Source: an optimization exercise on an open RTL-to-GDS flow (aim: small area, a short achievable clock period and few clock cycles per item). Production flows keep margins and buffers that such runs may drop. RTL that was checked went through simulation tests only; none was proved equivalent to the original. Only the layout flow was run in runs 1 to 4; the RTL was not checked for function there.

$ cat design.v
module swap_endian #(
  parameter UNIT_WIDTH = 8,
  parameter UNIT_COUNT = 4
  ) (
    input wire [(UNIT_WIDTH*UNIT_COUNT)-1:0] src,
    output reg [(UNIT_WIDTH*UNIT_COUNT)-1:0] dst
  );
 integer i;
  always @* begin
    for (i = 0; i < UNIT_COUNT; i = i + 1) begin
      dst[(i * UNIT_WIDTH) +: UNIT_WIDTH] = src[((UNIT_COUNT - i) * UNIT_WIDTH - 1) -: UNIT_WIDTH];
    end
  end
endmodule
module sha256_k (
  input  wire [5:0]  idx,
  output reg  [31:0] k
  );
  always @* begin
    case (idx)
      6'd0: k = 32'h428a2f98;
      6'd1: k = 32'h71374491;
      6'd2: k = 32'hb5c0fbcf;
      6'd3: k = 32'he9b5dba5;
      6'd4: k = 32'h3956c25b;
      6'd5: k = 32'h59f111f1;
      6'd6: k = 32'h923f82a4;
      6'd7: k = 32'hab1c5ed5;
      6'd8: k = 32'hd807aa98;
      6'd9: k = 32'h12835b01;
      6'd10: k = 32'h243185be;
      6'd11: k = 32'h550c7dc3;
      6'd12: k = 32'h72be5d74;
      6'd13: k = 32'h80deb1fe;
      6'd14: k = 32'h9bdc06a7;
      6'd15: k = 32'hc19bf174;
      6'd16: k = 32'he49b69c1;
      6'd17: k = 32'hefbe4786;
      6'd18: k = 32'h0fc19dc6;
      6'd19: k = 32'h240ca1cc;
      6'd20: k = 32'h2de92c6f;
      6'd21: k = 32'h4a7484aa;
      6'd22: k = 32'h5cb0a9dc;
      6'd23: k = 32'h76f988da;
      6'd24: k = 32'h983e5152;
      6'd25: k = 32'ha831c66d;
      6'd26: k = 32'hb00327c8;
      6'd27: k = 32'hbf597fc7;
      6'd28: k = 32'hc6e00bf3;
      6'd29: k = 32'hd5a79147;
      6'd30: k = 32'h06ca6351;
      6'd31: k = 32'h14292967;
      6'd32: k = 32'h27b70a85;
      6'd33: k = 32'h2e1b2138;
      6'd34: k = 32'h4d2c6dfc;
      6'd35: k = 32'h53380d13;
      6'd36: k = 32'h650a7354;
      6'd37: k = 32'h766a0abb;
      6'd38: k = 32'h81c2c92e;
      6'd39: k = 32'h92722c85;
      6'd40: k = 32'ha2bfe8a1;
      6'd41: k = 32'ha81a664b;
      6'd42: k = 32'hc24b8b70;
      6'd43: k = 32'hc76c51a3;
      6'd44: k = 32'hd192e819;
      6'd45: k = 32'hd6990624;
      6'd46: k = 32'hf40e3585;
      6'd47: k = 32'h106aa070;
      6'd48: k = 32'h19a4c116;
      6'd49: k = 32'h1e376c08;
      6'd50: k = 32'h2748774c;
      6'd51: k = 32'h34b0bcb5;
      6'd52: k = 32'h391c0cb3;
      6'd53: k = 32'h4ed8aa4a;
      6'd54: k = 32'h5b9cca4f;
      6'd55: k = 32'h682e6ff3;
      6'd56: k = 32'h748f82ee;
      6'd57: k = 32'h78a5636f;
      6'd58: k = 32'h84c87814;
      6'd59: k = 32'h8cc70208;
      6'd60: k = 32'h90befffa;
      6'd61: k = 32'ha4506ceb;
      6'd62: k = 32'hbef9a3f7;
      default: k = 32'hc67178f2;
    endcase
  end
endmodule
module csa32 (
  input  wire [31:0] x,
  input  wire [31:0] y,
  input  wire [31:0] z,
  output wire [31:0] s,
  output wire [31:0] c
  );
  wire [31:0] m = (x & y) | (x & z) | (y & z);
  assign s = x ^ y ^ z;
  assign c = {m[30:0], 1'b0};
endmodule
module add32 (
  input  wire [31:0] x,
  input  wire [31:0] y,
  output reg  [31:0] s
  );
  reg [31:0] p, G, P;
  integer i, d;
  always @* begin
    p = x ^ y;
    G = x & y;
    P = p;
    for (d = 1; d < 32; d = d * 2)
      for (i = 2 * d - 1; i < 32; i = i + 2 * d) begin
        G[i] = G[i] | (P[i] & G[i - d]);
        P[i] = P[i] & P[i - d];
      end
    for (d = 8; d >= 1; d = d / 2)
      for (i = 3 * d - 1; i < 32; i = i + 2 * d) begin
        G[i] = G[i] | (P[i] & G[i - d]);
        P[i] = P[i] & P[i - d];
      end
    s[0] = p[0];
    for (i = 1; i < 32; i = i + 1)
      s[i] = p[i] ^ G[i - 1];
  end
endmodule
module bitcoin_miner (
  input wire clk,
  input wire rst,
  input wire start,
  input wire [255:0] first_block_hash,
  input wire [127:0] second_block,
  input wire [255:0] target,
  input wire [31:0]  max_nonce,
  output reg running,
  output reg found,
  output reg [31:0] nonce
  );
  localparam [255:0] IV = {
    32'h6a09e667, 32'hbb67ae85, 32'h3c6ef372, 32'ha54ff53a,
    32'h510e527f, 32'h9b05688c, 32'h1f83d9ab, 32'h5be0cd19};
  localparam [1:0] PH_IDLE = 2'd0;
  localparam [1:0] PH_RF   = 2'd1;
  localparam [1:0] PH_H1   = 2'd2;
  localparam [1:0] PH_H2   = 2'd3;
  reg [1:0] phase;
  reg [6:0] rnd;
  reg [31:0] kreg;
  reg hi_eq, hi_lt, lo_eq, lo_lt, reject;
  reg [3:0] sel_t;
  reg [31:0] op_a, op_e;
  reg last_nonce;
  reg [31:0] a, b, c, d, e, f, g, h;
  reg [511:0] w;
  function [31:0] bswap;
    input [31:0] x;
    bswap = {x[7:0], x[15:8], x[23:16], x[31:24]};
  endfunction
  function [31:0] word;
    input [255:0] v;
    input integer i;
    word = v[255 - 32 * i -: 32];
  endfunction
  wire [31:0] sig1 = {e[5:0], e[31:6]} ^ {e[10:0], e[31:11]} ^ {e[24:0], e[31:25]};
  wire [31:0] sig0 = {a[1:0], a[31:2]} ^ {a[12:0], a[31:13]} ^ {a[21:0], a[31:22]};
  wire [31:0] ch   = (e & f) ^ (~e & g);
  wire [31:0] maj  = (a & b) | (a & c) | (b & c);
  wire [31:0] w0   = w[32*0 +: 32];
  wire [31:0] s_hkw, c_hkw, s_t, c_t, s_a1, c_a1, s_a2, c_a2, s_e1, c_e1, s_e2, c_e2;
  csa32 u_hkw (.x(h), .y(kreg), .z(w0), .s(s_hkw), .c(c_hkw));
  csa32 u_t   (.x(sig1), .y(sig0), .z(maj), .s(s_t), .c(c_t));
  csa32 u_a1  (.x(s_hkw), .y(c_hkw), .z(ch), .s(s_a1), .c(c_a1));
  csa32 u_a2  (.x(s_t), .y(c_t), .z(s_a1), .s(s_a2), .c(c_a2));
  wire [31:0] s_a3, c_a3;
  csa32 u_a3  (.x(s_a2), .y(c_a2), .z(c_a1), .s(s_a3), .c(c_a3));
  wire [31:0] a_new;
  assign a_new = s_a3 + c_a3;
  csa32 u_e1  (.x(d), .y(sig1), .z(ch), .s(s_e1), .c(c_e1));
  csa32 u_e2  (.x(s_hkw), .y(c_hkw), .z(s_e1), .s(s_e2), .c(c_e2));
  wire [31:0] s_e3, c_e3;
  csa32 u_e3  (.x(s_e2), .y(c_e2), .z(c_e1), .s(s_e3), .c(c_e3));
  wire [31:0] e_new;
  assign e_new = s_e3 + c_e3;
  wire [31:0] w1  = w[32*1  +: 32];
  wire [31:0] w9  = w[32*9  +: 32];
  wire [31:0] w14 = w[32*14 +: 32];
  wire [31:0] ss0 = {w1[6:0], w1[31:7]} ^ {w1[17:0], w1[31:18]} ^ {3'b000, w1[31:3]};
  wire [31:0] ss1 = {w14[16:0], w14[31:17]} ^ {w14[18:0], w14[31:19]} ^ {10'b0, w14[31:10]};
  wire [31:0] s_x1, c_x1, s_x2, c_x2, w_next;
  csa32 u_x1 (.x(w0), .y(w9), .z(ss1), .s(s_x1), .c(c_x1));
  csa32 u_x2 (.x(s_x1), .y(c_x1), .z(ss0), .s(s_x2), .c(c_x2));
  assign w_next = s_x2 + c_x2;
  reg [31:0] t_hi, t_lo;
  integer k;
  always @* begin
    t_hi = 32'h0; t_lo = 32'h0;
    for (k = 0; k < 4; k = k + 1) begin
      t_hi = t_hi | ({32{sel_t[k]}} & word(target, k));
      t_lo = t_lo | ({32{sel_t[k]}} & word(target, 4 + k));
    end
  end
  wire [31:0] ff_a, ff_e;
  assign ff_a = op_a + a;
  assign ff_e = op_e + e;
  wire [31:0] v_hi = bswap(ff_e);
  wire [31:0] v_lo = bswap(ff_a);
  wire hi_w_lt = v_hi < t_hi;
  wire hi_w_eq = v_hi == t_hi;
  wire lo_w_lt = v_lo < t_lo;
  wire lo_w_eq = v_lo == t_lo;
  wire first_w = sel_t[0];
  wire hi_lt_n = first_w ? hi_w_lt : (hi_lt | (hi_eq & hi_w_lt));
  wire hi_eq_n = first_w ? hi_w_eq : (hi_eq & hi_w_eq);
  wire lo_lt_n = first_w ? lo_w_lt : (lo_lt | (lo_eq & lo_w_lt));
  wire lo_eq_n = first_w ? lo_w_eq : (lo_eq & lo_w_eq);
  always @(posedge clk) begin
    hi_lt <= hi_lt_n; hi_eq <= hi_eq_n;
    lo_lt <= lo_lt_n; lo_eq <= lo_eq_n;
    if (first_w) reject <= ~(hi_w_lt | hi_w_eq);
  end
  wire hit = hi_lt | (hi_eq & (lo_lt | lo_eq));
  wire in_h1 = (phase == PH_H1);
  wire in_h2 = (phase == PH_H2);
  wire in_rf = (phase == PH_RF);
  wire r62 = (rnd == 7'd62);
  wire r64 = (rnd == 7'd64);
  wire r65 = (rnd == 7'd65);
  wire [31:0] nonce_inc = nonce + {31'd0, in_h2};
  wire early_end = in_h2 & r62 & reject;            
  wire full_end  = in_h2 & r65;                     
  wire load_h1   = (early_end & ~last_nonce) | (in_rf & r62);
  wire to_rf     = full_end & ~hit & ~last_nonce;
  wire stop      = (early_end & last_nonce) | (full_end & (hit | last_nonce));
  wire load_iv   = in_h1 & r64;
  wire start_ok  = (phase == PH_IDLE) & start;
  wire [6:0] rnd_inc = rnd + 7'd1;
  reg [6:0] rnd_nxt;
  always @* begin
    if (load_h1 | load_iv) rnd_nxt = 7'd0;
    else if (to_rf | start_ok) rnd_nxt = 7'd48;
    else rnd_nxt = rnd_inc;
  end
  wire [31:0] k_inc;
  sha256_k u_k (.idx(rnd_inc[5:0]), .k(k_inc));
  wire [1:0] phase_nxt_h = load_h1 ? PH_H1 : load_iv ? PH_H2 : phase;
  wire ff_nxt = (rnd_nxt >= 7'd61) & (rnd_nxt <= 7'd64);
  reg [3:0] sel_nxt;
  reg [31:0] op_a_nxt, op_e_nxt;
  always @* begin
    op_a_nxt = 32'h0; op_e_nxt = 32'h0;
    for (k = 0; k < 4; k = k + 1) begin
      sel_nxt[k] = ff_nxt & (rnd_nxt[1:0] == ((k + 1) & 3));
      if (phase_nxt_h == PH_H1) begin
        op_a_nxt = op_a_nxt | ({32{sel_nxt[k]}} & word(first_block_hash, 3 - k));
        op_e_nxt = op_e_nxt | ({32{sel_nxt[k]}} & word(first_block_hash, 7 - k));
      end else begin
        op_a_nxt = op_a_nxt | ({32{sel_nxt[k]}} & word(IV, 3 - k));
        op_e_nxt = op_e_nxt | ({32{sel_nxt[k]}} & word(IV, 7 - k));
      end
    end
  end
  always @(posedge clk) begin
    rnd <= rnd_nxt;
    kreg <= (load_h1 | load_iv) ? 32'h428a2f98 : k_inc;
    sel_t <= sel_nxt;
    op_a <= op_a_nxt;
    op_e <= op_e_nxt;
    last_nonce <= (nonce == max_nonce);
  end
  always @(posedge clk) begin
    if (rst) begin
      phase <= PH_IDLE;
      running <= 1'b0;
      found <= 1'b0;
    end else begin
      if (start_ok) begin
        phase <= PH_RF;
        running <= 1'b1;
        found <= 1'b0;
      end
      if (load_h1) phase <= PH_H1;
      if (load_iv) phase <= PH_H2;
      if (to_rf) phase <= PH_RF;
      if (stop) begin
        phase <= PH_IDLE;
        running <= 1'b0;
        found <= full_end & hit;
      end
    end
  end
  always @(posedge clk) begin
    if (start_ok) nonce <= bswap(second_block[31:0]);
    else if ((early_end & ~last_nonce) | to_rf) nonce <= nonce_inc;
  end
  always @(posedge clk) begin
    if (load_h1) begin
      {a, b, c, d, e, f, g, h} <= first_block_hash;
    end else if (load_iv) begin
      {a, b, c, d, e, f, g, h} <= IV;
    end else begin
      a <= a_new; b <= a; c <= b; d <= c;
      e <= e_new; f <= e; g <= f; h <= g;
    end
  end
  reg [31:0] tail;
  always @* begin
    tail = w_next;
    if (in_h1 & (rnd >= 7'd57)) begin
      tail = (rnd == 7'd57) ? 32'h80000000 : r64 ? 32'h00000100 : 32'h0;
    end else if ((in_h2 | in_rf) & (rnd >= 7'd48)) begin
      case (rnd[5:0])
        6'd48:   tail = second_block[95:64];
        6'd49:   tail = second_block[63:32];
        6'd50:   tail = bswap(nonce_inc);
        6'd51:   tail = 32'h80000000;
        6'd62:   tail = 32'h00000280;
        default: tail = 32'h0;
      endcase
    end
  end
  wire h1_ff = in_h1 & (rnd >= 7'd61);
  reg [511:0] w_nxt;
  always @* begin
    w_nxt = {tail, w[511:32]};
    if (h1_ff) begin
      if (sel_t[0]) begin w_nxt[32*6 +: 32] = ff_a; w_nxt[32*10 +: 32] = ff_e; end
      if (sel_t[1]) begin w_nxt[32*4 +: 32] = ff_a; w_nxt[32*8  +: 32] = ff_e; end
      if (sel_t[2]) begin w_nxt[32*2 +: 32] = ff_a; w_nxt[32*6  +: 32] = ff_e; end
      if (sel_t[3]) begin w_nxt[32*0 +: 32] = ff_a; w_nxt[32*4  +: 32] = ff_e; end
    end
    if (load_h1) w_nxt[32*0 +: 32] = second_block[127:96];
  end
  always @(posedge clk) w <= w_nxt;
endmodule
$ cat flow/run.sh
#!/bin/bash
# The standard layout, with the port buffers made of the smallest
# buffer cell instead of the flow's default delay buffer.
set -euo pipefail
bash standard.sh "BUFFER_PORTS_ARGS=-buffer_cell sky130_fd_sc_hd__buf_1" finish > standard.log 2>&1
$ cat standard.sh
#!/bin/bash
# synth_recipe.tcl (not shown) runs the flow's synth.tcl, then flattens the netlist and writes it again
# the make line also repeats each setting of config.mk as NAME=value (left out here)
make -C /OpenROAD-flow-scripts/flow DESIGN_CONFIG=/design/flow/config.mk WORK_HOME=/design/flow/orfs CLKGATE_MAP_FILE= SYNTH_SCRIPT=/design/flow/synth_recipe.tcl "${@:-finish}"
$ cat config.mk
export PLATFORM = sky130hd
export DESIGN_NAME = bitcoin_miner
export DESIGN_NICKNAME = bitcoin_miner
export VERILOG_FILES = /design/flow/design.v
export SDC_FILE = /design/flow/constraint.sdc
export NUM_CORES = 8
export LEC_CHECK = 0
export ABC_AREA = 1
export CAP_MARGIN = 20
export CORE_MARGIN = 2
export CORE_UTILIZATION = 40
export SETUP_SLACK_MARGIN = 4.0
export SLEW_MARGIN = 20
export SYNTH_HIERARCHICAL = 1
$ cat constraint.sdc
create_clock -name core_clock -period 8.5 [get_ports {clk}]
set_input_delay 1.7000 -clock core_clock [delete_from_list [all_inputs] [get_ports {clk}]]
set_output_delay 1.7000 -clock core_clock [all_outputs]
set_load 0.01 [all_outputs]
==> qor.csv, run 1 <==
stage,metric,value,unit
critical_path,timing.critical_path.from,a[18]$_DFF_P_,
clock_network,numCtsBuffers,102,
timing,timing.setup.tns,0,ns
synthesis,synth_largest_type_area_fraction,0.3160,
clock_network,postCtsHoldBufs,0,
timing,grt_setup_unrepaired,yes,
global_route,antenna_found_initial,43,
floorplanning,design.core.area,139200,sq um
floorplanning,fp.dieArea,143000,sq um
critical_path,timing.rr.end,a[22]$_DFF_P_,
final_layout,finish.cell_count_without_fillers,9797,
floorplanning,chipWidth,378.2,um
clock_network,clk_pin_slew_worst_paths,0.07,ns
synthesis,synth-edff-count,33,
floorplanning,floorplan.initialDensity,0.4023,
timing,fmax,218.6,MHz
timing,post-route-period-util,0.5381,
placed_design,detailed_place_hpwl,252200,um
drt,firstDrtPassIters,9,
final_layout,areaGrowthSynthToFinish,18.47,%
final_layout,final_cell_area,66350,sq um
placed_design,place.port_buffers,708,
final_layout,n_fill_cell,14100,
critical_path,timing.critical_path.fanout_max,6,
critical_path,worstReg2RegStart,a[18]$_DFF_P_,
critical_path,worstPathRequired,9.16,ns
drt,postRouteWirelength,315900,um
drt,detailroute.via_count,57020,
synthesis,yosys_warnings,8,
job,max_cap_viol_count,0,
critical_path,reg2reg_setup_slack,3.93,ns
global_route,vias_in_the_first_global_route,53290,
timing,max_slew_margin,0.1163,
drt,drtAntennaViolNets,0,
critical_path,critical_path_arrival,5.23,ns
floorplanning,die_h,378.2,um
placed_design,post_dp_cell_area,60340,sq um
clock_network,cts_tree,yes,
drt,detail_route.vias_per_cell,5.820,
synthesis,post_synth_instance_area,56000,sq um
critical_path,worst-r2r-cell-count,18,
min_path,min-delay-start,w[432]$_DFF_P_,
timing,setup_viol_count_final,0,
synthesis,synth_cell_types,62,
synthesis,yosys-top-cells-count,"1617 x nand2_1, 884 x dfxtp_1, 679 x inv_1",
critical_path,critPathLaunchType,flop,
drt,drc,0,
global_route,grt_pass1_wl,422700,um
min_path,timing.hold.worst.class,reg2reg,
min_path,min_delay_worst_endpoint,w[400]$_DFF_P_,
drt,detail_route.wl_per_cell,32.25,um
timing,drv_slew,0,
synthesis,synth_top_flop_cell,dfxtp_1,
critical_path,worstSetupEndpointType,flop,
synthesis,number_of_synthesized_register_bits,917,
timing,min_cycle_time_layout,4.574,ns
synthesis,synth.most_common_cell,nand2_1,
synthesis,syn-instance-count,7182,
timing,holdWs,0.2588,ns
timing,worst-slew-pin-transition,1.326,ns
synthesis,synth_async_sr_flop_share,0,
clock_network,clock_tree.htree_level_count,3,
global_route,grt_start_max_net_pins,120,
critical_path,criticalPathCategory,reg2reg,
min_path,worst_hold_path.num_cells,0,
placed_design,placed_cells_incl_taps,9528,
clock_network,cts.sink_count,917,
synthesis,seq_area_frac_synth,0.3337,
final_layout,numnets_final,9049,
placed_design,globalplace.congestion,1.092,
floorplanning,ios,709,
clock_network,clk-insertion-delay-late,0.79,ns
global_route,track_usage,0.4279,
global_route,grt_overflow_total,0,
synthesis,synth_area_per_inst,7.798,sq um
drt,initialDrtViolationCount,6998,
synthesis,netlist.top_cell.by_area,dfxtp_1,
timing,final_hold_viol_count,0,
floorplanning,row_count,137,
clock_network,root_buffer,clkbuf_16,
outcome,status,timing/DRC/antenna clean,
timing,clock_skew,0.1155,ns
synthesis,synth.net_count,8413,
clock_network,ctsLongestPathBuffers,3,
final_layout,layout-drive-gt1-share,0.09784,
synthesis,synth_top_cells_by_area,"dfxtp_1 32%, fa_1 11%, nand2_1 11%, ha_1 5.4%, nand3_1 4.9%",
## state kept, by name, summed over array words and instances (netlist names), 2 cells and up
register  count
kreg         32
op_a         32
w           512
rnd           7
phase         2
a            32
g            32
sel_t         4
d            32
b            32
op_e         32
e            32
c            32
f            32
h            32
nonce        32
## worst max path at each step
stage,to,cells after the start,slack [ns]
5_1_grt,a[22]$_DFF_P_,17,3.92
3_5_place_dp,op_e[15]$_DFF_P_,15,2.45
6_report,a[22]$_DFF_P_,18,3.93
3_3_place_gp,a[22]$_DFF_P_,16,2.40
4_1_cts,a[28]$_DFF_P_,17,3.98
2_1_floorplan,a[31]$_DFF_P_,15,4.57
## stage by stage
stage               worst slack, ns    util
finish                        3.926  0.4767
global route                  3.918  0.4764
CTS                           3.982  0.4693
detailed placement            2.445  0.4335
global placement              2.404  0.4335
floorplan                     4.571       -
## per-module statistics from Yosys, one instance, submodules excluded
| module | flip-flops and latches | area [sq um] |
|---|---|---|
| csa32 | 0 | 666.9 |
| sha256_k | 0 | 2781 |
| bitcoin_miner | 917 | 46550 |
## cell type report
type,instances,area (sq um),area share
clock buffer,133,2883,0.04345
inverter,696,2643,0.03983
multi-input combinational,5246,34960,0.5269
antenna,20,50.05,0.0007543
sequential,917,18880,0.2846
tap,1876,2347,0.03538
clock inverter,54,729.5,0.01099
timing repair buffer,855,3856,0.05812
## per-layer routing
metal / GRT usage / vias up / routed length, um
met5: 0 / - / 310
met4: 0.2387 / 40 / 20370
met3: 0.1504 / 757 / 39870
met2: 0.6154 / 3657 / 129400
met1: 0.5557 / 27630 / 125900
li1: - / 24930 / -
## kinds of logic (layout without fill, tap and decap cells)
family / Yosys count / in the layout / share of synthesized area
and+or+nand+nor: 3009 / 3014 / 0.2288
DFF: 917 / 917 / 0.3337
adders and majority gates: 587 / 587 / 0.1720
AOI/OAI and AO/OA: 1300 / 1300 / 0.1397
xor gates and xnor gates: 326 / 326 / 0.05098
buffers and inverters: 1024 / 1738 / 0.07259
other: 10 / 30 / 0.0006703
muxes: 9 / 9 / 0.001609
## critical path, cell delays in order (launching register included)
cell and delay, ns:
dfxtp_1 0.31, buf_4 0.28, xnor2_1 0.15, xnor2_2 0.38
fa_1 0.50, fa_1 0.53, fa_1 0.47, ha_4 0.36
nand2_2 0.14, nor2_2 0.15, inv_1 0.09, nor2_4 0.13
buf_12 0.14, nand3_1 0.15, o21ai_1 0.22, a21oi_1 0.09
o21ai_1 0.13, buf_4 0.18, nand2_1 0.05
## cell usage in the layout, fill, tap and decap left out, drive strengths merged, types with 261 or more instances in the layout
| cell type | n |
|---|---|
| nor2 | 566 |
| fa | 315 |
| o21ai | 466 |
| inv | 698 |
| buf | 854 |
| nand3 | 562 |
| xnor2 | 261 |
| a21oi | 429 |
| dfxtp | 884 |
| nand2 | 1629 |
## what timing repair did
item | 4_1_cts | 5_1_grt
gates resized for setup | 283 | 196
pin swaps | 23 | 30
setup endpoints to repair | 126 | 59
gates cloned | 4 | 1
hold endpoints to repair | 0 | 0
setup buffers | 33 | 23
==> run 2, diff against run 1 <==
--- a/config.mk
+++ b/config.mk
@@ -10,4 +10,6 @@
 export CORE_MARGIN = 2
 export CORE_UTILIZATION = 40
+export CTS_CLUSTER_DIAMETER = 80
+export CTS_CLUSTER_SIZE = 24
 export SETUP_SLACK_MARGIN = 4.0
 export SLEW_MARGIN = 20
==> run 2 against run 1 <==
Compared with the run above:
- critical path type unchanged
- non-clock buffer count is 1 lower
- still clean
- utilization is 1.1 points lower
- clock skew decreased by 0.051 ns
- largest cell class unchanged
==> qor.csv, run 2 <==
stage,metric,value,unit,change
placed_design,detailed_place_hpwl,252200,um,unchanged
final_layout,final_cell_area,64840,sq um,was 66350 sq um
drt,initialDrtViolationCount,6796,,was 6998
min_path,min-delay-start,w[347]$_DFF_P_,,was w[432]$_DFF_P_
critical_path,critical-path-max-stage-delay,0.55,ns,was 0.53 ns
drt,firstDrtPassIters,9,,unchanged
timing,finalWorstSetupSlack,3.883,ns,was 3.926 ns
synthesis,yosys-top-cells-count,"1617 x nand2_1, 884 x dfxtp_1, 679 x inv_1",,unchanged
timing,post-route-period-util,0.5431,,was 0.5381
synthesis,synth_top_flop_cell,dfxtp_1,,unchanged
final_layout,commonest_non_fill_non_tap_cells_in_the_layout,"1598 x nand2_1, 807 x dfxtp_1, 708 x buf_1",,"was 1596 x nand2_1, 807 x dfxtp_1, 708 x buf_1"
floorplanning,chipWidth,378.2,um,unchanged
clock_network,root_buffer,clkbuf_16,,unchanged
synthesis,synth_largest_type_area_fraction,0.3160,,unchanged
critical_path,worst-r2r-cell-count,17,,was 18
timing,drv_slew,0,,unchanged
critical_path,critical_path.n_buffers_inverters,0,,was 4
timing,final_hold_viol_count,0,,unchanged
clock_network,ctsLongestPathBuffers,3,,unchanged
critical_path,criticalPathCategory,reg2reg,,unchanged
synthesis,synth_async_sr_flop_share,0,,unchanged
final_layout,footprint_of_the_multi_input_gates,34880,sq um,was 34960 sq um
final_layout,largest_reg_flops,512,,unchanged
clock_network,clk_pin_slew_worst_paths,0.09,ns,was 0.07 ns
drt,drc,0,,unchanged
drt,detail_route.vias_per_cell,5.869,,was 5.820
critical_path,critical_path.cell_chain,"maj3_1, fa_1, fa_1, fa_1, ha_4, nand2_2, nor2_4, nand2_1, and2_1, nand2_4, nand2_1, nand2_1, nand2_1, nand2_1, nand2_1, nand3_1, nand2_2",,"was buf_4, xnor2_1, xnor2_2, fa_1, fa_1, fa_1, ha_4, nand2_2, nor2_2, inv_1, nor2_4, buf_12, nand3_1, o21ai_1, a21oi_1, o21ai_1, buf_4, nand2_1"
synthesis,synth_area_per_inst,7.798,sq um,unchanged
synthesis,seq_area_frac_synth,0.3337,,unchanged
critical_path,worstSetupEndpointType,flop,,unchanged
final_layout,numnets_final,9012,,was 9049
final_layout,finish.cell_count_without_fillers,9721,,was 9797
min_path,timing.hold.worst.class,reg2reg,,unchanged
synthesis,number_of_synthesized_register_bits,917,,unchanged
global_route,grt_overflow_total,0,,unchanged
global_route,grt_start_max_net_pins,120,,unchanged
synthesis,synth.net_count,8413,,unchanged
final_layout,largest-register,w,,unchanged
floorplanning,row_count,137,,unchanged
floorplanning,ios,709,,unchanged
placed_design,post_dp_cell_area,60340,sq um,unchanged
timing,min_cycle_time_layout,4.617,ns,was 4.574 ns
min_path,worst_hold_path.num_cells,0,,unchanged
timing,clock_skew,0.06445,ns,was 0.1155 ns
critical_path,cp_top_family,adder cells,,unchanged
timing,setup_viol_count_final,0,,unchanged
synthesis,synth_top_cells_by_area,"dfxtp_1 32%, fa_1 11%, nand2_1 11%, ha_1 5.4%, nand3_1 4.9%",,unchanged
global_route,antenna_found_initial,45,,was 43
critical_path,slowest_stage,dfxtp_2,,was fa_1
floorplanning,die_h,378.2,um,unchanged
timing,worst-slew-pin-transition,1.147,ns,was 1.326 ns
synthesis,synth-edff-count,33,,unchanged
floorplanning,design.core.area,139200,sq um,unchanged
clock_network,postCtsHoldBufs,0,,unchanged
synthesis,synth_cell_types,62,,unchanged
job,max_cap_viol_count,0,,unchanged
critical_path,worstReg2RegStart,a[14]$_DFF_P_,,was a[18]$_DFF_P_
clock_network,clock_tree.htree_level_count,3,,unchanged
timing,grt_setup_unrepaired,yes,,unchanged
final_layout,n_fill_cell,14180,,was 14100
clock_network,cts_tree,yes,,unchanged
synthesis,synth.most_common_cell,nand2_1,,unchanged
critical_path,timing.rr.end,a[23]$_DFF_P_,,was a[22]$_DFF_P_
critical_path,worstPathRequired,9.09,ns,was 9.16 ns
clock_network,clk-insertion-delay-late,0.72,ns,was 0.79 ns
final_layout,mostFrequentLayoutCell,nand2_1,,unchanged
clock_network,cts.sink_count,917,,unchanged
timing,max_slew_margin,0.2330,,was 0.1163
global_route,grt_pass1_wl,421200,um,was 422700 um
floorplanning,floorplan.initialDensity,0.4023,,unchanged
timing,timing.setup.tns,0,ns,unchanged
outcome,status,timing/DRC/antenna clean,,unchanged
drt,drtAntennaViolNets,0,,unchanged
clock_network,numCtsBuffers,67,,was 102
critical_path,timing.critical_path.fanout_max,6,,unchanged
critical_path,path_common_cell,nand2_1,,was fa_1
drt,postRouteWirelength,315800,um,was 315900 um
critical_path,reg2reg_setup_slack,3.88,ns,was 3.93 ns
min_path,min_delay_worst_endpoint,w[315]$_DFF_P_,,was w[400]$_DFF_P_
critical_path,critical_path_arrival,5.20,ns,was 5.23 ns
global_route,track_usage,0.4265,,was 0.4279
synthesis,post_synth_instance_area,56000,sq um,unchanged
final_layout,postLayoutCoreUtil,0.4658,,was 0.4767
synthesis,netlist.top_cell.by_area,dfxtp_1,,unchanged
placed_design,placed_cells_incl_taps,9528,,unchanged
placed_design,place.port_buffers,708,,unchanged
drt,detail_route.wl_per_cell,32.48,um,was 32.25 um
drt,detailroute.via_count,57050,,was 57020
synthesis,syn-instance-count,7182,,unchanged
final_layout,layout-drive-gt1-share,0.08718,,was 0.09784
placed_design,globalplace.congestion,1.092,,unchanged
placed_design,place_ws,2.445,ns,unchanged
final_layout,areaGrowthSynthToFinish,15.78,%,was 18.47%
critical_path,critPathLaunchType,flop,,unchanged
global_route,vias_in_the_first_global_route,52750,,was 53290
final_layout,register_area,18870,sq um,was 18880 sq um
timing,fmax,216.6,MHz,was 218.6 MHz
synthesis,yosys_warnings,8,,unchanged
floorplanning,fp.dieArea,143000,sq um,unchanged
## run 2: worst max-delay path by stage
stage,from,endpoint,cells past startpoint
floorplan,e[1]$_DFF_P_,a[31]$_DFF_P_,15
global placement,e[23]$_DFF_P_,a[22]$_DFF_P_,16
detailed placement,rnd[0]$_DFF_P_,op_e[15]$_DFF_P_,15
CTS,w[12]$_DFF_P_,a[23]$_DFF_P_,17
global route,a[29]$_DFF_P_,a[22]$_DFF_P_,18
finish,a[14]$_DFF_P_,a[23]$_DFF_P_,17
## run 2: logic make-up (layout without fill, tap and decap cells)
family,count (synthesis),after routing,share of synthesized area
AO/OA/AOI/OAI,1300,1300,0.1397
XOR/XNOR,326,326,0.05098
adder cells (fa/ha/maj),587,587,0.1720
buffers and inverters,1024,1661,0.07259
flip-flops,917,917,0.3337
multiplexers,9,9,0.001609
other,10,32,0.0006703
AND/OR/NAND/NOR,3009,3013,0.2288
## run 2: per-layer routing
metal  part of all wire  GRT usage  vias to the layer above
met5            0.00088          0                        -
met4              0.062     0.2332                       34
met3               0.13     0.1435                      704
met2               0.41     0.6130                     3743
met1               0.40     0.5599                    27750
li1                   -          -                    24820
## run 2: area by class of cell
| type | count | share of cell area |
|---|---|---|
| antenna | 22 | 0.0008491 |
| inverter | 696 | 0.04064 |
| clock inverter | 37 | 0.007140 |
| sequential | 917 | 0.2910 |
| tap | 1876 | 0.03620 |
| multi-input combinational | 5245 | 0.5380 |
| clock buffer | 74 | 0.02688 |
| timing repair buffer | 854 | 0.05926 |
## run 2: per-module statistics from Yosys (local to each module, per instance)
module	times used	cells
sha256_k	1	607
bitcoin_miner	1	6155
csa32	10	42
## run 2: worst reg2reg max path: cells and delay by family, from the launching register on
family	cells	cell delay, ns
adders and majority gates	5	2.44
and+or+nand+nor	12	1.51
DFF	1	0.55
## run 2: metrics by stage
step | hold slack, ns
floorplan | 0.3096
global placement | 0.3095
detailed placement | 0.3121
CTS | 0.3118
global route | 0.3169
finish | 0.3017
## run 2: timing repair
action	4_1_cts	5_1_grt
setup endpoints to repair	126	82
setup buffers	35	21
resized for setup	251	203
gates cloned	3	1
pin swaps	19	30
==> run 3, diff against run 2 <==
--- a/design.v
+++ b/design.v
@@ -188,5 +188,7 @@
   csa32 u_x1 (.x(w0), .y(w9), .z(ss1), .s(s_x1), .c(c_x1));
   csa32 u_x2 (.x(s_x1), .y(c_x1), .z(ss0), .s(s_x2), .c(c_x2));
-  assign w_next = s_x2 + c_x2;
+  wire ff_time = |sel_t;
+  wire [31:0] xsum = (ff_time ? op_a : s_x2) + (ff_time ? a : c_x2);
+  assign w_next = xsum;
   reg [31:0] t_hi, t_lo;
   integer k;
@@ -199,5 +201,5 @@
   end
   wire [31:0] ff_a, ff_e;
-  assign ff_a = op_a + a;
+  assign ff_a = xsum;
   assign ff_e = op_e + e;
   wire [31:0] v_hi = bswap(ff_e);
--- a/config.mk
+++ b/config.mk
@@ -10,6 +10,4 @@
 export CORE_MARGIN = 2
 export CORE_UTILIZATION = 40
-export CTS_CLUSTER_DIAMETER = 80
-export CTS_CLUSTER_SIZE = 24
 export SETUP_SLACK_MARGIN = 4.0
 export SLEW_MARGIN = 20
==> run 3 against run 2 <==
Compared with the run above:
- cell area increased by 1.1%
- maximum frequency fell by 2.5%
- utilization rose by 3.2 points
- critical path depth is 10 higher
- global-route usage fell by 2.4 points
- critical path type unchanged
- routed wire length fell by 10%
- count of clock-buffer cells in the layout up 57
- clock skew about the same
==> qor.csv, run 3 <==
stage,metric,value,unit,change
global_route,antenna_found_initial,34,,was 45
synthesis,synth_largest_type_area_fraction,0.3322,,was 0.3160
clock_network,numCtsBuffers,101,,was 67
min_path,timing.hold.worst.class,reg2reg,,unchanged
critical_path,criticalPathCategory,reg2reg,,unchanged
timing,post-route-period-util,0.5570,,was 0.5431
floorplanning,chipWidth,368.9,um,was 378.2 um
synthesis,synth-edff-count,33,,unchanged
timing,final_hold_viol_count,0,,unchanged
timing,max_slew_margin,0.1647,,was 0.2330
drt,detail_route.vias_per_cell,5.889,,was 5.869
outcome,status,timing/DRC/antenna clean,,unchanged
synthesis,yosys-top-cells-count,"1438 x nand2_1, 884 x dfxtp_1, 534 x inv_1",,"was 1617 x nand2_1, 884 x dfxtp_1, 679 x inv_1"
clock_network,root_buffer,clkbuf_16,,unchanged
placed_design,place_ws,2.412,ns,was 2.445 ns
global_route,track_usage,0.4023,,was 0.4265
drt,initialDrtViolationCount,7618,,was 6796
floorplanning,row_count,133,,was 137
placed_design,placed_cells_incl_taps,8777,,was 9528
placed_design,globalplace.congestion,1.104,,was 1.092
clock_network,clock_tree.htree_level_count,3,,unchanged
clock_network,ctsLongestPathBuffers,3,,unchanged
floorplanning,floorplan.initialDensity,0.4042,,was 0.4023
floorplanning,fp.dieArea,136100,sq um,was 143000 sq um
clock_network,clk-insertion-delay-late,0.79,ns,was 0.72 ns
critical_path,worstSetupEndpointType,flop,,unchanged
final_layout,largest-register,w,,unchanged
synthesis,synth_cell_types,68,,was 62
final_layout,commonest_non_fill_non_tap_cells_in_the_layout,"1377 x nand2_1, 749 x dfxtp_1, 708 x buf_1",,"was 1598 x nand2_1, 807 x dfxtp_1, 708 x buf_1"
final_layout,final_cell_area,65580,sq um,was 64840 sq um
drt,postRouteWirelength,283500,um,was 315800 um
synthesis,number_of_synthesized_register_bits,917,,unchanged
timing,worst-slew-pin-transition,1.240,ns,was 1.147 ns
drt,detailroute.via_count,53500,,was 57050
global_route,grt_start_max_net_pins,70,,was 120
global_route,grt_overflow_total,0,,unchanged
drt,detail_route.wl_per_cell,31.20,um,was 32.48 um
timing,setup_viol_count_final,0,,unchanged
global_route,vias_in_the_first_global_route,49710,,was 52750
synthesis,synth_top_cells_by_area,"dfxtp_1 33%, fa_1 12%, nand2_1 10%, ha_1 5.0%, o21ai_0 4.4%",,"was dfxtp_1 32%, fa_1 11%, nand2_1 11%, ha_1 5.4%, nand3_1 4.9%"
floorplanning,design.core.area,131800,sq um,was 139200 sq um
final_layout,areaGrowthSynthToFinish,23.09,%,was 15.78%
timing,clock_skew,0.06397,ns,was 0.06445 ns
timing,fmax,211.2,MHz,was 216.6 MHz
synthesis,post_synth_instance_area,53270,sq um,was 56000 sq um
synthesis,seq_area_frac_synth,0.3508,,was 0.3337
clock_network,cts_tree,yes,,unchanged
final_layout,mostFrequentLayoutCell,nand2_1,,unchanged
final_layout,numnets_final,8446,,was 9012
synthesis,synth.net_count,7734,,was 8413
job,max_cap_viol_count,0,,unchanged
drt,drc,0,,unchanged
critical_path,critPathLaunchType,flop,,unchanged
synthesis,synth.most_common_cell,nand2_1,,unchanged
timing,grt_setup_unrepaired,yes,,unchanged
final_layout,largest_reg_flops,512,,unchanged
synthesis,syn-instance-count,6531,,was 7182
synthesis,synth_async_sr_flop_share,0,,unchanged
timing,finalWorstSetupSlack,3.766,ns,was 3.883 ns
placed_design,detailed_place_hpwl,227900,um,was 252200 um
synthesis,synth_area_per_inst,8.157,sq um,was 7.798 sq um
synthesis,netlist.top_cell.by_area,dfxtp_1,,unchanged
final_layout,finish.cell_count_without_fillers,9085,,was 9721
global_route,grt_pass1_wl,383800,um,was 421200 um
placed_design,post_dp_cell_area,57500,sq um,was 60340 sq um
timing,min_cycle_time_layout,4.734,ns,was 4.617 ns
critical_path,timing.critical_path.fanout_max,5,,was 6
floorplanning,die_h,368.9,um,was 378.2 um
clock_network,cts.sink_count,917,,unchanged
timing,timing.setup.tns,0,ns,unchanged
clock_network,clk_pin_slew_worst_paths,0.06,ns,was 0.09 ns
final_layout,layout-drive-gt1-share,0.1535,,was 0.08718
final_layout,postLayoutCoreUtil,0.4976,,was 0.4658
critical_path,worstPathRequired,9.18,ns,was 9.09 ns
placed_design,place.port_buffers,708,,unchanged
synthesis,yosys_warnings,8,,unchanged
critical_path,critical_path_arrival,5.41,ns,was 5.20 ns
timing,drv_slew,0,,unchanged
synthesis,synth_top_flop_cell,dfxtp_1,,unchanged
floorplanning,ios,709,,unchanged
drt,drtAntennaViolNets,0,,unchanged
drt,firstDrtPassIters,6,,was 9
[run 3: changes by cell type in the layout (fill, tap and decap cells not counted), moves of 32 or more]
cell       delta
a21oi_1      -93
inv_1       -174
nor2_1       -90
o21ai_2      +35
clkbuf_16    +34
ha_1         -65
a21oi_2      +36
buf_4        +33
nand3_1     -190
nand2_1     -221
dfxtp_4      +32
xnor2_1      -52
dfxtp_1      -58
[run 3: cell families after synthesis]
| logic type | synth area share |
|---|---|
| AO/OA/AOI/OAI | 0.1457 |
| XOR/XNOR | 0.05541 |
| adder cells (fa/ha/maj) | 0.1741 |
| buffers and inverters | 0.06269 |
| flip-flops | 0.3508 |
| multiplexers | 0.009371 |
| other | 0.0007047 |
| AND/OR/NAND/NOR | 0.2013 |
[run 3: final cells by class]
cell class              count  area [sq um]
clock buffers             131          2860
repair buffers            897          4244
multi-input cells        4774         34370
clock inverters            53         705.7
diodes                      6         15.01
fillers                 12920         66220
well taps                1755          2196
inverters                 552          2161
flip-flops and latches    917         19020
[run 3: worst paths after layout]
kind,to,startpoint,slack (ns),depth (start not counted)
worst max-delay path,lo_lt$_DFF_P_,w[453]$_DFF_P_,3.77,27
worst min-delay path,w[49]$_DFF_P_,w[81]$_DFF_P_,0.32,0
worst max register to register,lo_lt$_DFF_P_,w[453]$_DFF_P_,3.77,27
worst min register to register,w[49]$_DFF_P_,w[81]$_DFF_P_,0.32,0
[run 3: stage by stage]
step	hold slack [ns]
floorplan	0.3096
finish	0.3152
detailed placement	0.3121
global placement	0.3099
CTS	0.3130
global route	0.3193
[run 3: metal layers]
metal,vias to the layer above,wire [um],global-route usage
met5,-,254,0
met4,40,17900,0.2104
li1,23160,-,-
met2,3705,117600,0.5823
met1,25910,111300,0.5402
met3,683,36440,0.1172
[run 3: worst max-delay path, stage by stage (launching register included)]
cell and delay [ns]:
dfxtp_4 0.39, xnor2_4 0.16, xnor2_2 0.16, fa_1 0.58, fa_1 0.44, mux2_2 0.30
ha_4 0.30, nand2_2 0.09, nor2_2 0.13, inv_1 0.11, nor3_4 0.24, nand4_1 0.24
nand2_1 0.16, nand2_1 0.06, nand2_1 0.09, inv_1 0.05, nand2_2 0.08, nand2_4 0.07
ha_1 0.27, nand2_1 0.06, inv_2 0.06, nand4_1 0.09, a31oi_1 0.18, o21ai_1 0.08
nand2_1 0.06, nand2_1 0.06, nand2_1 0.07, nand2_1 0.05
[run 3: per-module statistics from Yosys, one instance, submodules excluded]
module         cells  area (sq um)  copies in the design
csa32             42         666.9                    10
sha256_k         654          3023                     1
bitcoin_miner   5457         43580                     1
[run 3: what timing repair did]
item / 4_1_cts / 5_1_grt
setup buffers: 66 / 52
hold buffers: 0 / 0
pin swaps: 97 / 84
setup endpoints to repair: 208 / 92
resized for setup: 543 / 336
gates cloned: 0 / 0
==> run 4, diff against run 3 <==
--- a/design.v
+++ b/design.v
@@ -145,5 +145,5 @@
   reg [6:0] rnd;
   reg [31:0] kreg;
-  reg hi_eq, hi_lt, lo_eq, lo_lt, reject;
+  reg hi_eq, hi_lt, lo_eq, lo_lt;
   reg [3:0] sel_t;
   reg [31:0] op_a, op_e;
@@ -217,5 +217,4 @@
     hi_lt <= hi_lt_n; hi_eq <= hi_eq_n;
     lo_lt <= lo_lt_n; lo_eq <= lo_eq_n;
-    if (first_w) reject <= ~(hi_w_lt | hi_w_eq);
   end
   wire hit = hi_lt | (hi_eq & (lo_lt | lo_eq));
@@ -223,11 +222,12 @@
   wire in_h2 = (phase == PH_H2);
   wire in_rf = (phase == PH_RF);
-  wire r62 = (rnd == 7'd62);
+  wire r61 = (rnd == 7'd61);
+  wire reject = ~(hi_w_lt | hi_w_eq);
   wire r64 = (rnd == 7'd64);
   wire r65 = (rnd == 7'd65);
   wire [31:0] nonce_inc = nonce + {31'd0, in_h2};
-  wire early_end = in_h2 & r62 & reject;            
+  wire early_end = in_h2 & r61 & reject;            
   wire full_end  = in_h2 & r65;                     
-  wire load_h1   = (early_end & ~last_nonce) | (in_rf & r62);
+  wire load_h1   = (early_end & ~last_nonce) | (in_rf & r61);
   wire to_rf     = full_end & ~hit & ~last_nonce;
   wire stop      = (early_end & last_nonce) | (full_end & (hit | last_nonce));
@@ -310,9 +310,8 @@
     end else if ((in_h2 | in_rf) & (rnd >= 7'd48)) begin
       case (rnd[5:0])
-        6'd48:   tail = second_block[95:64];
-        6'd49:   tail = second_block[63:32];
-        6'd50:   tail = bswap(nonce_inc);
-        6'd51:   tail = 32'h80000000;
-        6'd62:   tail = 32'h00000280;
+        6'd48:   tail = second_block[63:32];
+        6'd49:   tail = bswap(nonce_inc);
+        6'd50:   tail = 32'h80000000;
+        6'd61:   tail = 32'h00000280;
         default: tail = 32'h0;
       endcase
@@ -329,5 +328,8 @@
       if (sel_t[3]) begin w_nxt[32*0 +: 32] = ff_a; w_nxt[32*4  +: 32] = ff_e; end
     end
-    if (load_h1) w_nxt[32*0 +: 32] = second_block[127:96];
+    if (load_h1) begin
+      w_nxt[32*0 +: 32] = second_block[127:96];
+      w_nxt[32*1 +: 32] = second_block[95:64];
+    end
   end
   always @(posedge clk) w <= w_nxt;
==> run 4 against run 3 <==
Compared with the run above:
- global-route usage grew 4.2 points
- setup slack lost 0.66 ns
- final cell count grew 0.97%
- register-to-register slack lost 0.66 ns
- critical path depth shrank 1
- maximum frequency shrank 12%
- synthesized cell count shrank 4.1%
- count of clock-buffer cells in the layout grew 8
- non-clock buffer count grew 350
- via count grew 4.4%
==> qor.csv, run 4 <==
stage,metric,value,unit,change
drt,firstDrtPassIters,10,,was 6
floorplanning,die_h,365.4,um,was 368.9 um
critical_path,worst-r2r-cell-count,26,,was 27
synthesis,synth_top_cells_by_area,"dfxtp_1 34%, fa_1 12%, nand2_1 8.9%, ha_1 5.0%, o21ai_0 4.7%",,"was dfxtp_1 33%, fa_1 12%, nand2_1 10%, ha_1 5.0%, o21ai_0 4.4%"
placed_design,place.port_buffers,708,,unchanged
timing,max_slew_margin,0.1289,,was 0.1647
synthesis,synth.most_common_cell,nand2_1,,unchanged
critical_path,criticalPathCategory,reg2reg,,unchanged
clock_network,root_buffer,clkbuf_16,,unchanged
global_route,vias_in_the_first_global_route,51270,,was 49710
placed_design,detailed_place_hpwl,220500,um,was 227900 um
drt,drtAntennaViolNets,0,,unchanged
floorplanning,design.core.area,129600,sq um,was 131800 sq um
global_route,track_usage,0.4441,,was 0.4023
global_route,grt_overflow_total,0,,unchanged
synthesis,synth-edff-count,32,,was 33
synthesis,synth_cell_types,66,,was 68
timing,worst-slew-pin-transition,1.297,ns,was 1.240 ns
timing,setup_viol_count_final,0,,unchanged
clock_network,numCtsBuffers,99,,was 101
critical_path,worstPathRequired,9.18,ns,about the same
synthesis,yosys_warnings,8,,unchanged
drt,initialDrtViolationCount,8515,,was 7618
global_route,antenna_found_initial,28,,was 34
final_layout,largest-register,w,,unchanged
timing,drv_slew,0,,unchanged
timing,final_hold_viol_count,0,,unchanged
critical_path,timing.critical_path.fanout_max,6,,was 5
critical_path,critPathLaunchType,flop,,unchanged
synthesis,synth_async_sr_flop_share,0,,unchanged
synthesis,netlist.top_cell.by_area,dfxtp_1,,unchanged
final_layout,finish.cell_count_without_fillers,9173,,was 9085
floorplanning,chipWidth,365.4,um,was 368.9 um
final_layout,layout-drive-gt1-share,0.2556,,was 0.1535
critical_path,critical-path-max-stage-delay,0.48,ns,was 0.58 ns
min_path,timing.hold.worst.class,reg2reg,,unchanged
drt,detailroute.via_count,55880,,was 53500
clock_network,cts.sink_count,916,,was 917
clock_network,clock_tree.htree_level_count,3,,unchanged
critical_path,path_common_cell,nand2_1,,unchanged
outcome,status,timing/DRC/antenna clean,,unchanged
timing,min_cycle_time_layout,5.399,ns,was 4.734 ns
floorplanning,row_count,132,,was 133
clock_network,ctsLongestPathBuffers,3,,unchanged
synthesis,synth_area_per_inst,8.340,sq um,was 8.157 sq um
critical_path,cp_top_family,adder cells,,unchanged
synthesis,syn-instance-count,6265,,was 6531
floorplanning,floorplan.initialDensity,0.4030,,was 0.4042
drt,drc,0,,unchanged
drt,postRouteWirelength,316700,um,was 283500 um
final_layout,largest_reg_flops,512,,unchanged
critical_path,critical_path_arrival,6.08,ns,was 5.41 ns
synthesis,synth.net_count,7464,,was 7734
floorplanning,ios,709,,unchanged
synthesis,yosys-top-cells-count,"1240 x nand2_1, 884 x dfxtp_1, 524 x inv_1",,"was 1438 x nand2_1, 884 x dfxtp_1, 534 x inv_1"
critical_path,worstSetupEndpointType,flop,,unchanged
timing,timing.setup.tns,0,ns,unchanged
critical_path,critical_path.n_buffers_inverters,2,,was 3
synthesis,number_of_synthesized_register_bits,916,,was 917
min_path,worst_hold_path.num_cells,0,,unchanged
final_layout,numnets_final,8548,,was 8446
global_route,grt_pass1_wl,408800,um,was 383800 um
global_route,grt_start_max_net_pins,90,,was 70
critical_path,slowest_stage,fa_1,,unchanged
final_layout,areaGrowthSynthToFinish,41.47,%,was 23.09%
floorplanning,fp.dieArea,133500,sq um,was 136100 sq um
synthesis,post_synth_instance_area,52250,sq um,was 53270 sq um
drt,detail_route.vias_per_cell,6.092,,was 5.889
critical_path,path_depth,26,,was 27
synthesis,seq_area_frac_synth,0.3571,,was 0.3508
drt,detail_route.wl_per_cell,34.52,um,was 31.20 um
final_layout,commonest_non_fill_non_tap_cells_in_the_layout,"1068 x nand2_1, 760 x dfxtp_1, 708 x buf_1",,"was 1377 x nand2_1, 749 x dfxtp_1, 708 x buf_1"
clock_network,clk-insertion-delay-late,0.76,ns,was 0.79 ns
placed_design,placed_cells_incl_taps,8515,,was 8777
clock_network,cts_tree,yes,,unchanged
job,max_cap_viol_count,0,,unchanged
timing,grt_setup_unrepaired,yes,,unchanged
final_layout,n_fill_cell,11440,,was 12920
timing,fmax,185.2,MHz,was 211.2 MHz
synthesis,synth_largest_type_area_fraction,0.3387,,was 0.3322
synthesis,synth_top_flop_cell,dfxtp_1,,unchanged
timing,clock_skew,0.03995,ns,was 0.06397 ns
timing,post-route-period-util,0.6352,,was 0.5570
placed_design,globalplace.congestion,1.065,,was 1.104
clock_network,clk_pin_slew_worst_paths,0.06,ns,about the same
final_layout,mostFrequentLayoutCell,nand2_1,,unchanged
==> run 4: changes by cell type in the layout (fill, tap and decap cells not counted), sizes merged, moves of 38 or more <==
| cell | previous run | this run |
|---|---|---|
| nand4 | 110 | 53 |
| buf | 897 | 1228 |
| a21oi | 370 | 408 |
| nand3 | 371 | 284 |
| nand2 | 1453 | 1258 |
| xor2 | 108 | 155 |
==> run 4: routing by layer <==
| layer | share of wire | vias to the layer above | GRT usage |
|---|---|---|---|
| met1 | 0.37 | 26970 | 0.5746 |
| met2 | 0.39 | 4597 | 0.6119 |
| met3 | 0.16 | 1250 | 0.1788 |
| met5 | 0.00092 | - | 0.0007262 |
| met4 | 0.088 | 34 | 0.2763 |
| li1 | - | 23030 | - |
==> run 4: Yosys stat by module (local to each module, per instance) <==
module,flip-flops and latches,cells inside,times used,area [sq um]
bitcoin_miner,916,5235,1,42740
csa32,0,42,10,666.9
sha256_k,0,610,1,2843
==> run 4: kinds of logic (layout without fill, tap and decap cells) <==
kind of cell | after synthesis | in the layout | synth area share
compound gates | 1345 | 1346 | 0.1536
xor+xnor | 387 | 387 | 0.06487
fa+ha+maj | 555 | 555 | 0.1765
flops | 916 | 916 | 0.3571
mux | 62 | 62 | 0.01267
buf+inv | 836 | 1989 | 0.06351
other cells | 10 | 18 | 0.0007185
simple gates | 2154 | 2158 | 0.1709
==> run 4: stage by stage <==
stage | utilization | worst slack, ns | cell area (sq um) | hold WS (ns)
global placement | 0.4377 | 1.457 | 56750 | 0.3096
finish | 0.5701 | 3.101 | 73920 | 0.3151
global route | 0.5700 | 2.973 | 73900 | 0.3233
CTS | 0.5320 | 3.158 | 68980 | 0.3185
detailed placement | 0.4378 | 1.300 | 56770 | 0.3121
floorplan | - | 3.846 | 52280 | 0.3095
==> run 4: worst paths after layout <==
| check | startpoint | to | slack (ns) |
|---|---|---|---|
| worst min register to register | w[494]$_SDFF_PP0_ | w[462]$_DFF_P_ | 0.32 |
| worst max register to register | w[469]$_DFF_P_ | lo_lt$_DFF_P_ | 3.10 |
| worst max-delay path | w[469]$_DFF_P_ | lo_lt$_DFF_P_ | 3.10 |
| worst min-delay path | w[494]$_SDFF_PP0_ | w[462]$_DFF_P_ | 0.32 |
==> run 4: final cells by class <==
type / count / area, sq um / share of cell area
Timing Repair inverter: 27 / 609.3 / 0.008243
Tap cell: 1742 / 2180 / 0.02949
Multi-Input combinational cell: 4518 / 36490 / 0.4936
Timing Repair Buffer: 1247 / 10130 / 0.1371
Antenna cell: 8 / 20.02 / 0.0002708
Inverter: 540 / 2250 / 0.03043
Clock buffer: 139 / 2851 / 0.03858
Clock inverter: 36 / 427.9 / 0.005789
Sequential cell: 916 / 18960 / 0.2565
==> run 4: timing repair <==
item,in CTS,in global routing
endpoints found under the setup margin,556,533
buffers inserted,243,121
gates resized for setup,1231,764
cloned,85,25
hold buffers,0,0
pin swaps,255,237
==> run 4: worst reg2reg max path: stages, from the launching register on <==
cell and delay, ns:
dfxtp_4 0.41, buf_4 0.17, xnor2_2 0.26, fa_1 0.48, fa_1 0.43, mux2_2 0.32, ha_1 0.39, nand2_2 0.18
nor2_1 0.07, nand2_1 0.07, o211ai_1 0.16, nand2_1 0.17, o2111ai_4 0.20, a21oi_2 0.21, xnor2_2 0.13, buf_6 0.19
ha_1 0.29, a21oi_1 0.23, o21ai_2 0.10, a21o_1 0.19, a21oi_2 0.11, o21ai_1 0.07, nand2_1 0.08, o2111ai_2 0.11
nand2_1 0.12, o211ai_1 0.12, nand2_1 0.08
==> run 5, diff against run 4 <==
--- a/design.v
+++ b/design.v
@@ -188,7 +188,5 @@
   csa32 u_x1 (.x(w0), .y(w9), .z(ss1), .s(s_x1), .c(c_x1));
   csa32 u_x2 (.x(s_x1), .y(c_x1), .z(ss0), .s(s_x2), .c(c_x2));
-  wire ff_time = |sel_t;
-  wire [31:0] xsum = (ff_time ? op_a : s_x2) + (ff_time ? a : c_x2);
-  assign w_next = xsum;
+  assign w_next = s_x2 + c_x2;
   reg [31:0] t_hi, t_lo;
   integer k;
@@ -201,5 +199,5 @@
   end
   wire [31:0] ff_a, ff_e;
-  assign ff_a = xsum;
+  assign ff_a = op_a + a;
   assign ff_e = op_e + e;
   wire [31:0] v_hi = bswap(ff_e);
@@ -223,14 +221,24 @@
   wire in_rf = (phase == PH_RF);
   wire r61 = (rnd == 7'd61);
-  wire reject = ~(hi_w_lt | hi_w_eq);
+  wire r63 = (rnd == 7'd63);
   wire r64 = (rnd == 7'd64);
   wire r65 = (rnd == 7'd65);
   wire [31:0] nonce_inc = nonce + {31'd0, in_h2};
-  wire early_end = in_h2 & r61 & reject;            
+  reg load_h1, load_iv, early_stop;
+  wire rej_now = first_w & ~(hi_w_lt | hi_w_eq);
+  always @(posedge clk) begin
+    if (rst) begin
+      load_h1 <= 1'b0;
+      load_iv <= 1'b0;
+      early_stop <= 1'b0;
+    end else begin
+      load_h1 <= (in_h2 & r61 & rej_now & ~last_nonce) | (in_rf & r61);
+      load_iv <= in_h1 & r63;
+      early_stop <= in_h2 & r61 & rej_now & last_nonce;
+    end
+  end
   wire full_end  = in_h2 & r65;                     
-  wire load_h1   = (early_end & ~last_nonce) | (in_rf & r61);
   wire to_rf     = full_end & ~hit & ~last_nonce;
-  wire stop      = (early_end & last_nonce) | (full_end & (hit | last_nonce));
-  wire load_iv   = in_h1 & r64;
+  wire stop      = early_stop | (full_end & (hit | last_nonce));
   wire start_ok  = (phase == PH_IDLE) & start;
   wire [6:0] rnd_inc = rnd + 7'd1;
@@ -243,6 +251,5 @@
   wire [31:0] k_inc;
   sha256_k u_k (.idx(rnd_inc[5:0]), .k(k_inc));
-  wire [1:0] phase_nxt_h = load_h1 ? PH_H1 : load_iv ? PH_H2 : phase;
-  wire ff_nxt = (rnd_nxt >= 7'd61) & (rnd_nxt <= 7'd64);
+  wire ff_nxt = phase[1] & ~load_h1 & ~load_iv & (rnd_inc >= 7'd61) & (rnd_inc <= 7'd64);
   reg [3:0] sel_nxt;
   reg [31:0] op_a_nxt, op_e_nxt;
@@ -250,6 +257,6 @@
     op_a_nxt = 32'h0; op_e_nxt = 32'h0;
     for (k = 0; k < 4; k = k + 1) begin
-      sel_nxt[k] = ff_nxt & (rnd_nxt[1:0] == ((k + 1) & 3));
-      if (phase_nxt_h == PH_H1) begin
+      sel_nxt[k] = ff_nxt & (rnd_inc[1:0] == ((k + 1) & 3));
+      if (in_h1) begin
         op_a_nxt = op_a_nxt | ({32{sel_nxt[k]}} & word(first_block_hash, 3 - k));
         op_e_nxt = op_e_nxt | ({32{sel_nxt[k]}} & word(first_block_hash, 7 - k));
@@ -291,5 +298,5 @@
   always @(posedge clk) begin
     if (start_ok) nonce <= bswap(second_block[31:0]);
-    else if ((early_end & ~last_nonce) | to_rf) nonce <= nonce_inc;
+    else if ((load_h1 & in_h2) | to_rf) nonce <= nonce_inc;
   end
   always @(posedge clk) begin
@@ -310,8 +317,9 @@
     end else if ((in_h2 | in_rf) & (rnd >= 7'd48)) begin
       case (rnd[5:0])
-        6'd48:   tail = second_block[63:32];
-        6'd49:   tail = bswap(nonce_inc);
-        6'd50:   tail = 32'h80000000;
-        6'd61:   tail = 32'h00000280;
+        6'd48:   tail = second_block[95:64];
+        6'd49:   tail = second_block[63:32];
+        6'd50:   tail = bswap(nonce_inc);
+        6'd51:   tail = 32'h80000000;
+        6'd62:   tail = 32'h00000280;
         default: tail = 32'h0;
       endcase
@@ -328,8 +336,5 @@
       if (sel_t[3]) begin w_nxt[32*0 +: 32] = ff_a; w_nxt[32*4  +: 32] = ff_e; end
     end
-    if (load_h1) begin
-      w_nxt[32*0 +: 32] = second_block[127:96];
-      w_nxt[32*1 +: 32] = second_block[95:64];
-    end
+    if (load_h1) w_nxt[32*0 +: 32] = second_block[127:96];
   end
   always @(posedge clk) w <= w_nxt;
==> run 5 against run 4 <==
Compared with the run above:
- non-clock buffer count down 442
- worst hold slack worse by 0.0042 ns
- first-iteration DRC count down 16%
- clock skew up 0.053 ns
- die area up 6.2%
- maximum frequency up 21%
- highest routed layer unchanged
- synthesized cell count up 14%
- routed wire length down 3.8%
- final cell count up 4.8%
==> qor.csv, run 5 <==
stage,metric,value,unit,change
outcome,status,timing/DRC/antenna clean,,unchanged
synthesis,synth_top_cells_by_area,"dfxtp_1 32%, nand2_1 12%, fa_1 11%, ha_1 5.4%, nand3_1 4.9%",,"was dfxtp_1 34%, fa_1 12%, nand2_1 8.9%, ha_1 5.0%, o21ai_0 4.7%"
critical_path,critical_path_arrival,5.06,ns,was 6.08 ns
drt,initialDrtViolationCount,7117,,was 8515
drt,drtAntennaViolNets,0,,unchanged
drt,firstDrtPassIters,8,,was 10
final_layout,areaGrowthSynthToFinish,16.43,%,was 41.47%
critical_path,worstPathRequired,9.10,ns,was 9.18 ns
timing,clock_skew,0.09292,ns,was 0.03995 ns
min_path,worst_hold_path.num_cells,0,,unchanged
synthesis,synth.net_count,8345,,was 7464
timing,fmax,224.4,MHz,was 185.2 MHz
floorplanning,row_count,136,,was 132
final_layout,largest_reg_flops,512,,unchanged
final_layout,layout-drive-gt1-share,0.08019,,was 0.2556
clock_network,cts_tree,yes,,unchanged
clock_network,numCtsBuffers,101,,was 99
critical_path,path_depth,17,,was 26
synthesis,number_of_synthesized_register_bits,919,,was 916
timing,drv_slew,0,,unchanged
final_layout,mostFrequentLayoutCell,nand2_1,,unchanged
drt,detailroute.via_count,55870,,was 55880
clock_network,clk-insertion-delay-late,0.78,ns,was 0.76 ns
synthesis,synth_cell_types,56,,was 66
global_route,track_usage,0.4201,,was 0.4441
synthesis,yosys-top-cells-count,"1809 x nand2_1, 887 x dfxtp_1, 582 x inv_1",,"was 1240 x nand2_1, 884 x dfxtp_1, 524 x inv_1"
global_route,grt_pass1_wl,413600,um,was 408800 um
global_route,vias_in_the_first_global_route,52180,,was 51270
synthesis,yosys.area_share.adder,0.1735,,was 0.1765
placed_design,globalplace.congestion,1.050,,was 1.065
min_path,min-delay-start,w[339]$_DFF_P_,,was w[494]$_SDFF_PP0_
critical_path,reg2reg_setup_slack,4.04,ns,was 3.10 ns
timing,final_hold_viol_count,0,,unchanged
critical_path,criticalPathCategory,reg2reg,,unchanged
synthesis,post_synth_instance_area,55520,sq um,was 52250 sq um
synthesis,yosys_warnings,8,,unchanged
job,max_cap_viol_count,0,,unchanged
critical_path,worstReg2RegStart,e[31]$_DFF_P_,,was w[469]$_DFF_P_
timing,holdWs,0.3109,ns,was 0.3151 ns
final_layout,largest-register,w,,unchanged
synthesis,synth-edff-count,32,,unchanged
synthesis,synth_async_sr_flop_share,0,,unchanged
critical_path,critical_path.n_buffers_inverters,2,,unchanged
timing,max_slew_margin,0.1780,,was 0.1289
floorplanning,die_h,376.6,um,was 365.4 um
critical_path,critical_path.cell_chain,"clkinvlp_4, xor2_4, buf_12, fa_1, fa_1, fa_1, ha_2, nand2_1, nor2_1, nand2_1, nand3_4, nand2_1, nand2_1, a21oi_1, or2_2, nand3_1, nand2_1",,
timing,timing.setup.tns,0,ns,unchanged
global_route,antenna_found_initial,58,,was 28
drt,drc,0,,unchanged
critical_path,worstSetupEndpointType,flop,,unchanged
drt,detail_route.wl_per_cell,31.69,um,was 34.52 um
min_path,timing.hold.worst.class,reg2reg,,unchanged
synthesis,post_synth_mux_area_share,0.0003606,,was 0.01267
critical_path,timing.critical_path.from,e[31]$_DFF_P_,,was w[469]$_DFF_P_
drt,detail_route.vias_per_cell,5.813,,was 6.092
critical_path,critPathLaunchType,flop,,unchanged
synthesis,synth.most_common_cell,nand2_1,,unchanged
floorplanning,floorplan.initialDensity,0.4033,,was 0.4030
placed_design,place.port_buffers,708,,unchanged
synthesis,synth_area_per_inst,7.805,sq um,was 8.340 sq um
critical_path,slowest_stage,fa_1,,unchanged
synthesis,seq_area_frac_synth,0.3371,,was 0.3571
global_route,grt_start_max_net_pins,103,,was 90
placed_design,detailed_place_hpwl,245100,um,was 220500 um
critical_path,worst-r2r-cell-count,17,,was 26
clock_network,cts.sink_count,919,,was 916
clock_network,root_buffer,clkbuf_16,,unchanged
floorplanning,design.core.area,137700,sq um,was 129600 sq um
[run 5: logic make-up after synthesis]
| logic type | count (synthesis) |
|---|---|
| AO/OA/AOI/OAI | 1263 |
| adder cells (fa/ha/maj) | 587 |
| AND/OR/NAND/NOR | 3094 |
| buffers and inverters | 931 |
| flip-flops | 919 |
| XOR/XNOR | 308 |
| multiplexers | 2 |
| other | 10 |
[run 5: layer usage]
layer / global-route usage / vias to the layer above / routed length (um)
met5: 0 / - / 301
met1: 0.5442 / 26920 / 122900
met3: 0.1219 / 738 / 32290
met2: 0.6086 / 3453 / 125800
met4: 0.2728 / 46 / 23270
li1: - / 24710 / -
[run 5: path summary, 6_finish.rpt]
| path | endpoint |
|---|---|
| worst max register to register | e[20]$_DFF_P_ |
| worst min-delay path | w[307]$_DFF_P_ |
| worst max-delay path | e[20]$_DFF_P_ |
| worst min register to register | w[307]$_DFF_P_ |
[run 5: what timing repair did]
action / CTS / global route
pin swaps: 11 / 13
endpoints found under the setup margin: 86 / 73
hold buffers: 0 / 0
resized for setup: 112 / 176
gates cloned: 2 / 0
hold endpoints to repair: 0 / 0
buffers inserted: 14 / 19
[run 5: stage by stage]
step / cell area (sq um) / worst slack [ns] / std cells / util
2_1_floorplan: 55520 / 4.628 / 7114 / -
3_3_place_gp: 59540 / 2.623 / 9346 / 0.4325
3_5_place_dp: 59560 / 2.898 / 9348 / 0.4326
4_1_cts: 63670 / 3.966 / 9555 / 0.4625
5_1_grt: 64590 / 3.945 / 9588 / 0.4692
6_report: 64650 / 4.043 / 9611 / 0.4696
[run 5: layout make-up]
type                       count  area, sq um
antenna                       35        87.58
clock buffer                 133         2890
clock inverter                58        734.5
fill                       13880        73020
inverter                     601         2278
multi-input combinational   5266        33990
sequential                   919        18890
tap                         1794         2245
timing repair buffer         805         3523
[run 5: per-module statistics from Yosys (local to each module, per instance)]
module         times used  flops+latches
csa32                  10              0
sha256_k                1              0
bitcoin_miner           1            919
Testbench counts of run 5, summed over its fixed seeds: cycles 242,107, nonces 1,887.

## afterwards: timing with drivers on the ports
In the flow no input, the clock included, has a driving cell. The finished layouts below were timed again as built, in two steps.
Step 1, drivers: a clkbuf_16 drives clk and a buf_2 each remaining input, both assumed.
Step 2 times the ports against the registers' clock, not the clock port: input delays grow and output delays shrink by t, the midpoint of the rising clock arrivals with the driver on.
a / b / c = no drivers / after step 1 / after step 2; a / b = the first two.
| run | t, ns | slack for setup (ns) | hold slack, ns | clock arrival spread, ns | worst register clock-pin slew, ns |
|---|---|---|---|---|---|
| run 1 | 0.807 | 3.926 / 3.926 / 3.427 | 0.259 / 0.259 / 0.259 | 0.116 / 0.116 | 0.08 / 0.08 |
| run 2 | 0.765 | 3.883 / 3.883 / 3.287 | 0.302 / 0.302 / 0.302 | 0.064 / 0.064 | 0.10 / 0.10 |
| run 3 | 0.847 | 3.766 / 3.766 / 3.735 | 0.315 / 0.315 / 0.315 | 0.064 / 0.064 | 0.08 / 0.08 |
| run 4 | 0.834 | 3.101 / 3.101 / 2.785 | 0.315 / 0.315 / 0.315 | 0.040 / 0.040 | 0.07 / 0.07 |
| run 5 | 0.825 | 4.043 / 4.043 / 4.024 | 0.311 / 0.311 / 0.311 | 0.093 / 0.093 | 0.07 / 0.07 |
After both steps setup and hold are still met in every run listed. For run 2, which loses most, drivers alone change the setup slack by 0.000 ns; drivers and shift together by -0.596 ns.
